Context: an optimization exercise on an open-source flow, tuned for small area and a short achievable clock period. The choices shown serve that exercise and are no tape-out recipe.
Only simulation tests tie the RTL to the original design; equivalence was not proved.

==> 12-15 <==
// srpt_grant_pkts
module srpt_grant_pkts #(parameter MAX_OVERCOMMIT = 8,
			 parameter MAX_OVERCOMMIT_LOG2 = 3,
			 parameter MAX_SRPT = 64)
   (input ap_clk, ap_rst, ap_ce, ap_start, ap_continue,
    input			 header_in_empty_i,
    output reg			 header_in_read_en_o,
    input [63:0]		 header_in_data_i,
    input			 grant_pkt_full_i,
    output reg			 grant_pkt_write_en_o,
    output reg [96:0]		 grant_pkt_data_o,
    output			 ap_idle, ap_done, ap_ready);
Settings: LEC_CHECK=0, CAP_MARGIN=20, CORE_MARGIN=2, CORE_UTILIZATION=40, SLEW_MARGIN=20, SYNTH_HIERARCHICAL=1, SYNTH_MEMORY_MAX_BITS=8192, SYNTH_MINIMUM_KEEP_SIZE=0; clock period 15.0 ns.
standard.sh (not shown) runs the stock make flow with config.mk's settings and CLKGATE_MAP_FILE= SYNTH_SCRIPT=/design/flow/synth_recipe.tcl, a recipe that flattens the netlist after the stock synthesis.
==> flow/flow/run.sh <==
#!/bin/bash
# The standard layout (standard.sh), with changes to how it is made:
#  - timing repair aims at a setup margin below the clock period, so the
#    resizer keeps working on paths that already meet the 15 ns clock;
#  - timing repair does not clone gates (a clone adds load to the gate that
#    drives it, which nothing repairs after routing);
#  - clock tree synthesis without dummy loads and with larger sink clusters.
# Synthesis, floorplan, placement, routing and the constraints are the standard flow's own.
set -euo pipefail
bash standard.sh SETUP_SLACK_MARGIN=7.5 SKIP_GATE_CLONING=1 \
  "CTS_ARGS=-sink_clustering_enable -repair_clock_nets -sink_clustering_size 20 -sink_clustering_max_diameter 80 -dont_use_dummy_load" \
  finish > standard_finish.log 2>&1
==> inputs of 05-06, as changes to 12-15 <==
--- a/flow/design.v
+++ b/flow/design.v
@@ -36,10 +36,11 @@
    wire [N*32-1:0] gb_d;
    wire [N*3-1:0]  pr_d;
    wire [N*32-1:0] gbn_d;     
    wire [N*3-1:0]  prn_d;     
    wire [A-1:0]	   rdy_d;
+   wire [A-1:0]	   rdy_d0;    
    reg [31:0]	   avail_d;
    wire        hdr   = header_in_empty_i;
    wire [13:0] hpeer = header_in_data_i[13:0];
    wire [15:0] hrpc  = header_in_data_i[29:14];
    wire [31:0] hlen  = header_in_data_i[61:30];
@@ -94,12 +95,17 @@
       for (k = 0; k < A; k = k + 1) begin : am
 	 assign pm[k] = hpeer == pe_q[(k)*14 +: 14];
 	 assign rm[k] = hrpc == rp_q[(k)*16 +: 16];
       end
    endgenerate
-   wire [A-1:0] pf = pm & ~(pm - 1'b1);
-   wire [A-1:0] rf = rm & ~(rm - 1'b1);
+   reg [A-1:0] pf, rf;
+   always @* begin
+      for (jj = 0; jj < A; jj = jj + 1) begin
+	 pf[jj] = pm[jj] && !(|(pm & ((8'd1 << jj) - 8'd1)));
+	 rf[jj] = rm[jj] && !(|(rm & ((8'd1 << jj) - 8'd1)));
+      end
+   end
    wire pm_any = |pm;
    wire rm_any = |rm;
    reg [31:0] gpf;
    always @* begin
       gpf = 0;
@@ -147,20 +153,14 @@
    wire keep = !ap_rst && !run;       
    wire [A-1:0] w_hr = {A{op_h && !hinit}} & rf;      
    wire [A-1:0] w_hb = {A{op_h && hinit && shorter}} & pf;  
    wire [A-1:0] w_g  = {A{op_g}} & gf_q;              
    wire [A-1:0] w_rg = w_hr | w_g;
-   reg [31:0] hrsel, hgsel;
-   always @* begin
-      hrsel = 0; hgsel = 0;
-      for (jj = 0; jj < A; jj = jj + 1) begin
-	 hrsel = hrsel | ({32{rf[jj]}} & rv_q[(jj)*32 +: 32]);
-	 hgsel = hgsel | ({32{rf[jj]}} & gb_q[(jj)*32 +: 32]);
-      end
-   end
-   wire [31:0]	wr_r = hdr ? hrsel + 32'h56a : rnew;
-   wire [31:0]	wr_g = hdr ? hgsel - 32'h56a : gout;
+   wire [31:0] hrnew, hgnew;
+   srpt_hupd hu (.rf(rf), .rv(rv_q[A*32-1:0]), .gbn(gbn_q[A*32-1:0]), .rv_u(hrnew), .gb_u(hgnew));
+   wire [31:0]	wr_r = hdr ? hrnew : rnew;
+   wire [31:0]	wr_g = hdr ? hgnew : gout;
    genvar i;
    generate
       for (i = 0; i < N; i = i + 1) begin : ent
 	 wire lo_act, hi_act;    
 	 if (i == N-1 || i == A-1) begin : lnone
@@ -198,11 +198,12 @@
 	    assign pr_d[i*3 +: 3]   = ({3{take_p}} & pr_p) | ({3{hold_p}} & pr_q[(i)*3 +: 3]) | ({3{tn}} & pr_q[(i+1)*3 +: 3])
 				      | ({3{w_hb[i]}} & 3'b101) | ({3{w_g[i] && gempty}} & 3'b100)
 				      | ({3{ap_rst}} & 3'b100);
 	    wire rdy_p = rdy_q[i > 0 ? i-1 : 0];
 	    wire rdy_n = (i == A-1) ? (rv_q[(A)*32 +: 32] != 0) : rdy_q[i < A-1 ? i+1 : 0];
-	    assign rdy_d[i] = (take_p & rdy_p) | (hold_rg & !w_hb[i] & rdy_q[i]) | (tn & rdy_n)
+	    assign rdy_d[i] = rdy_d0[i] & !w_hb[i];
+	    assign rdy_d0[i] = (take_p & rdy_p) | (hold_rg & rdy_q[i]) | (tn & rdy_n)
 			      | (w_hr[i] & pr_q[(i)*3 +: 3] == 3'b110 & rv_q[(i)*32 +: 32] != (32'd0 - 32'h56a))
 			      | (w_g[i] & r_gt_a);
 	    assign gbn_d[i*32 +: 32] = ~gb_d[i*32 +: 32];
 	    assign prn_d[i*3 +: 3] = ~pr_d[i*3 +: 3];
 	 end else if (i == A) begin : e8
@@ -275,17 +276,29 @@
       else if (op_g)
 	avail_d = r_gt_a ? 32'd0 : a_m_r;
       else
 	avail_d = avail;
    end
-   wire [A-1:0] gf_d = rdy_d & ~(rdy_d - 1'b1);
-   reg [31:0]	rsel_d, gsel_d;
+   wire [A-1:0] rdy_d1 = rdy_d0 & ~({A{op_h && hinit}} & pf);
+   reg [A-1:0]	gf_d0, gf_d1;
    always @* begin
-      rsel_d = 0; gsel_d = 0;
       for (jj = 0; jj < A; jj = jj + 1) begin
-	 rsel_d = rsel_d | ({32{gf_d[jj]}} & rv_d[jj*32 +: 32]);
-	 gsel_d = gsel_d | ({32{gf_d[jj]}} & gb_d[jj*32 +: 32]);
+	 gf_d0[jj] = rdy_d0[jj] && !(|(rdy_d0 & ((8'd1 << jj) - 8'd1)));
+	 gf_d1[jj] = rdy_d1[jj] && !(|(rdy_d1 & ((8'd1 << jj) - 8'd1)));
+      end
+   end
+   wire [A-1:0] gf_d = shorter ? gf_d1 : gf_d0;
+   reg [31:0]	rsel_d0, gsel_d0, rsel_d1, gsel_d1;
+   wire [31:0]	rsel_d = shorter ? rsel_d1 : rsel_d0;
+   wire [31:0]	gsel_d = shorter ? gsel_d1 : gsel_d0;
+   always @* begin
+      rsel_d0 = 0; gsel_d0 = 0; rsel_d1 = 0; gsel_d1 = 0;
+      for (jj = 0; jj < A; jj = jj + 1) begin
+	 rsel_d0 = rsel_d0 | ({32{gf_d0[jj]}} & rv_d[jj*32 +: 32]);
+	 gsel_d0 = gsel_d0 | ({32{gf_d0[jj]}} & gb_d[jj*32 +: 32]);
+	 rsel_d1 = rsel_d1 | ({32{gf_d1[jj]}} & rv_d[jj*32 +: 32]);
+	 gsel_d1 = gsel_d1 | ({32{gf_d1[jj]}} & gb_d[jj*32 +: 32]);
       end
    end
    always @(posedge ap_clk) begin
       pe_q    <= pe_d;
       rp_q    <= rp_d;
@@ -293,11 +306,11 @@
       gbn_q   <= gbn_d;
       prn_q   <= prn_d;
       avail   <= avail_d;
       rdy_q   <= rdy_d;
       gf_q    <= gf_d;
-      gok_q   <= |rdy_d && avail_d != 0;
+      gok_q   <= (shorter ? |rdy_d1 : |rdy_d0) && avail_d != 0;
       rsel_q  <= rsel_d;
       gsel_q  <= gsel_d;
       if (ap_rst)
 	swap_type <= 1'b0;
       else if (op_s)
@@ -342,10 +355,24 @@
    wire        r_gt_a = px_g[0][31];
    wire [31:0] g_m_a  = ~(g ^ a) ^ {px_t[1][30:0], 1'b1};
    wire [31:0] g_m_r  = ~(g ^ r) ^ {px_t[2][30:0], 1'b1};
    assign gout = r_gt_a ? g_m_a : g_m_r;
 endmodule
+module srpt_hupd (input [7:0] rf, input [8*32-1:0] rv, gbn,
+		  output [31:0] rv_u, gb_u);
+   reg [31:0] r, g;
+   integer jj;
+   always @* begin
+      r = 0; g = 0;
+      for (jj = 0; jj < 8; jj = jj + 1) begin
+	 r = r | ({32{rf[jj]}} & rv[jj*32 +: 32]);
+	 g = g | ({32{rf[jj]}} & ~gbn[jj*32 +: 32]);
+      end
+   end
+   assign rv_u = r + 32'h56a;
+   assign gb_u = g - 32'h56a;
+endmodule
 module srpt_qmux (input tp, hold, take_n, hold_rg, tn_rg, tn_p, mvb, rst,
 		  input [13:0] p_pe, s_pe, n_pe, input [15:0] p_rp, s_rp, n_rp,
 		  input [31:0] p_rv, s_rv, n_rv, input [31:0] p_gb, s_gb, n_gb,
 		  input [2:0] p_pr, s_pr, n_pr,
 		  output [13:0] pe_d, output [15:0] rp_d, output [31:0] rv_d,
==> summary.txt <==
Commonest cells post-synth dfxtp_1, inv_1, a222oi_1; vias post-DR between 200k and 300k; cell mode on critical path buf_12; share of cells above drive strength 1 7.03%; met3 usage under 10%; RR Endpoint gsel_q[16]; # clock sinks between 6000 and 7000; Multi-In Gates ~19000; final WL about 1300 mm; critical path's top delay family simple AND/OR/NAND/NOR gates; Pint approximately 22 mW; Arrival @ worst endpoint roughly 9.6 ns; status timing/DRC/antenna clean; Yosys Warn Count 8; FFs & Latches 6329; dpl ws around 2.2 ns; Post-Synth XOR/XNOR Area under 10%; ant diodes 53; met2 global-route usage a little under half
That was 12-15.
==> summary.txt <==
vias post-DR between 200k and 300k; FFs & Latches about 6300; Post-Synth XOR/XNOR Area 5.99%; share of cells above drive strength 1 under 10%; Yosys Warn Count 9; ant diodes 42; Multi-In Gates roughly 19000; status timing/DRC/antenna clean; met3 usage 5.90%; critical path's top delay family compound AO/OA/AOI/OAI gates; dpl ws 3.30 ns; final WL 1310 mm; Arrival @ worst endpoint ~8.9 ns
That was 05-06.

## separate check: timing with driven ports
How much do the figures lean on ideal ports? The routed layouts below were timed once more, with nothing changed but the port constraints. Step 1, drivers: a clkbuf_16 drives ap_clk and a buf_2 each remaining input, both assumed. Step 2 moves the port delays by t, midway between the first and last clock arrival at a register: inputs arrive t later, outputs are due t later. That takes back most of the time a late clock gives input paths. a / b / c = ideal ports / drivers / drivers and shift; a / b = the first two.
run	shift t [ns]	setup WS [ns]	hold WS [ns]	cell pins on the clock port's net
12-15	1.220	6.404 / 6.463 / 5.269	0.415 / 0.415 / 0.415	1
05-06	1.210	6.995 / 7.117 / 5.908	0.450 / 0.450 / 0.450	1
After both steps setup and hold are still met in every run listed. For 12-15, which loses most, drivers alone change the setup slack by +0.059 ns; drivers and shift together by -1.135 ns.
